This is an optimization exercise on Yosys and OpenROAD, whose aim is small area, not a production implementation. Only simulation tests tie the RTL to the original design; equivalence was not proved. Power figures rest on the tool's default switching activity, not on a simulated workload.

==> inputs of job 5382 <==
// Animation
module Animation
(
    output logic [10:0] x, y,
    output logic colour, GameClock,
    input logic forceClear,
    input logic clk, rst,
    input logic [7:0] xin, yin, titlex, titley,
    input logic [79:0] ex, ey
);
==> flow/config.mk <==
export PLATFORM = sky130hd
export DESIGN_NAME = Animation
export DESIGN_NICKNAME = Animation
export VERILOG_FILES = /design/flow/design.v
export SDC_FILE = /design/flow/constraint.sdc
export NUM_CORES = 8
export LEC_CHECK = 0
export ABC_AREA = 1
export CAP_MARGIN = 10
export CORE_MARGIN = 2
export CORE_UTILIZATION = 25
export CTS_BUF_LIST = sky130_fd_sc_hd__clkbuf_8
export GPL_TIMING_DRIVEN = 0
export PLACE_DENSITY = 0.35
export SLEW_MARGIN = 10
export SYNTH_MEMORY_MAX_BITS = 65536
==> flow/constraint.sdc <==
create_clock -name core_clock -period 20.0 [get_ports {clk}]
set_input_delay 4.0000 -clock core_clock [delete_from_list [all_inputs] [get_ports {clk}]]
set_output_delay 4.0000 -clock core_clock [all_outputs]
set_load 0.01 [all_outputs]
standard.sh (not shown) runs the stock make flow with config.mk's settings and CLKGATE_MAP_FILE= SYNTH_SCRIPT=/design/flow/synth_recipe.tcl, a recipe that flattens the netlist after the stock synthesis.
==> flow/flow/run.sh <==
#!/bin/bash
# Own layout flow: the standard ORFS flow (standard.sh) with these changes:
#  - synthesis optimises and maps the logic with an area-oriented ABC script
#    (flow/abc_area.script, which ABC_AREA=1 selects) instead of ORFS's;
#  - adders are left to ABC as plain logic (no ADDER_MAP_FILE half/full adder cells, and no
#    Kogge-Stone carry-lookahead map: SYNTH_OPERATIONS_ARGS only repeats -nofsm);
#    the registers, their names and their cells are those of the standard synthesis;
#  - port buffering uses sky130_fd_sc_hd__buf_1 for the buffer on every input and output port;
#  - the buffers synthesis puts on pass-through wires are sky130_fd_sc_hd__buf_1 and are removed
#    at floorplan (REMOVE_ABC_BUFFERS), before port buffering;
#  - repair may not use the large buffers (buf_4 and up, bufbuf, bufinv): they are added to the
#    platform's DONT_USE_CELLS list, so repair sizes gates up or uses small buffers.
# Each tool's full output goes to a log file in the work folder (and ORFS's own logs under orfs/logs).
set -euo pipefail
W=$(pwd)
rm -rf "$W/scripts_abc"
cp -r "$FLOW_HOME/scripts" "$W/scripts_abc"
cp "$W/flow/abc_area.script" "$W/scripts_abc/abc_area.script"
DU=$(make -s -C "$FLOW_HOME" DESIGN_CONFIG="$W/config.mk" WORK_HOME="$W/orfs" print-DONT_USE_CELLS 2> "$W/dont_use_print.log" | sed -n 's/^DONT_USE_CELLS: //p')
test -n "$DU"
BIG="sky130_fd_sc_hd__buf_4 sky130_fd_sc_hd__buf_6 sky130_fd_sc_hd__buf_8 sky130_fd_sc_hd__buf_12 sky130_fd_sc_hd__buf_16 sky130_fd_sc_hd__bufbuf_8 sky130_fd_sc_hd__bufbuf_16 sky130_fd_sc_hd__bufinv_8 sky130_fd_sc_hd__bufinv_16"
echo "DONT_USE_CELLS=$DU $BIG" > "$W/dont_use.log"
bash "$W/standard.sh" "SCRIPTS_DIR=$W/scripts_abc" "ADDER_MAP_FILE=" "SYNTH_OPERATIONS_ARGS=-nofsm" \
    "BUFFER_PORTS_ARGS=-buffer_cell sky130_fd_sc_hd__buf_1" \
    "MIN_BUF_CELL_AND_PORTS=sky130_fd_sc_hd__buf_1 A X" "REMOVE_ABC_BUFFERS=1" \
    "DONT_USE_CELLS=$DU $BIG" finish > "$W/flow_make.log" 2>&1
test -f "$W/out/final.def"
==> flow/flow/abc_area.script <==
strash
&get -n
&deepsyn -T 120
&dch -f
&nf -R 1000 -p -F 8 -A 4 -a -C 32
&put
==> inputs of job 9787, as changes to job 5382 <==
==> flow/flow/run.sh (replaced) <==
#!/bin/bash
# Own layout flow: the standard ORFS flow (standard.sh) with these changes:
#  - synthesis optimises and maps the logic with an area-oriented ABC script
#    (flow/abc_area.script, which ABC_AREA=1 selects) instead of ORFS's;
#  - adders are left to ABC as plain logic (no ADDER_MAP_FILE half/full adder cells, and no
#    Kogge-Stone carry-lookahead map: SYNTH_OPERATIONS_ARGS only repeats -nofsm);
#    the registers, their names and their cells are those of the standard synthesis;
#  - port buffering uses sky130_fd_sc_hd__buf_1 for the buffer on every input and output port.
# Each tool's full output goes to a log file in the work folder (and ORFS's own logs under orfs/logs).
set -euo pipefail
W=$(pwd)
rm -rf "$W/scripts_abc"
cp -r "$FLOW_HOME/scripts" "$W/scripts_abc"
cp "$W/flow/abc_area.script" "$W/scripts_abc/abc_area.script"
bash "$W/standard.sh" "SCRIPTS_DIR=$W/scripts_abc" "ADDER_MAP_FILE=" "SYNTH_OPERATIONS_ARGS=-nofsm" \
    "BUFFER_PORTS_ARGS=-buffer_cell sky130_fd_sc_hd__buf_1" finish > "$W/flow_make.log" 2>&1
test -f "$W/out/final.def"
Settings changed: CAP_MARGIN 10 to 0, CTS_BUF_LIST sky130_fd_sc_hd__clkbuf_8 to not set, SLEW_MARGIN 10 to 0.
==> qor summary <==
Result of the run: job 5382 no timing/DRC/antenna violations; job 9787 failed layout checks
Reasons for failing layout checks: job 5382 -; job 9787 max-capacitance violations, max-slew violations
DR top layer: job 5382 met5; job 9787 met4
Via count of the routed design: job 5382 13186; job 9787 13254
Power density normalized to cell area: job 5382 25.36 mW/mm²; job 9787 29.07 mW/mm²
Shortest period the worst path allows: job 5382 13.98 ns; job 9787 13.30 ns
Overall Global Routing Usage: job 5382 41.72%; job 9787 39.96%
Clk power: job 5382 0.0575 mW; job 9787 0.0990 mW
Logic depth of the worst path, buffers included: job 5382 39; job 9787 38
Max IR drop VDD: job 5382 0.00002084 V; job 9787 0.00004298 V
Horizontal die dimension: job 5382 179.1 µm; job 9787 179.6 µm
Area share of the leading cell type in the synthesized netlist: job 5382 11.49%; job 9787 11.42%
Fraction of the mapped netlist area in adder cells: job 5382 1.436%; job 9787 1.428%
Largest stage delay, worst path: job 5382 0.82 ns; job 9787 1.28 ns
Avg Cell Area, Syn: job 5382 6.453 µm²; job 9787 6.491 µm²
Number of global-route vias before repair: job 5382 12301; job 9787 12601
Rel. slew slack: job 5382 8.373%; job 9787 -5.339%
Sum of routed wire length over all layers: job 5382 69.00 mm; job 9787 67.69 mm
Minimum setup slack in the final design: job 5382 6.024 ns; job 9787 6.696 ns
Setup slack, reg-to-reg: job 5382 6.02 ns; job 9787 6.70 ns
Utilization after layout: job 5382 30.46%; job 9787 31.35%
Antenna violations before repair: job 5382 9; job 9787 5

port drivers added, routing unchanged:
Ports are ideal in the flow. The routed layouts listed here were re-timed in OpenROAD. Step 1, drivers: a clkbuf_16 drives clk and a buf_2 each remaining input, both assumed. Step 2 moves the port delays by t, midway between the first and last clock arrival at a register: inputs arrive t later, outputs are due t later. That takes back most of the time a late clock gives input paths. Three values: no drivers, after step 1, after step 2; two values: the first two.
run	t (ns)	setup WS [ns]	slew at the worst register clock pin (ns)	worst slew at a driven data input, ns
job 5382	0.355	6.024 / 6.024 / 6.024	0.09 / 0.09	0.14
job 9787	0.342	6.696 / 6.696 / 6.696	0.07 / 0.07	0.10
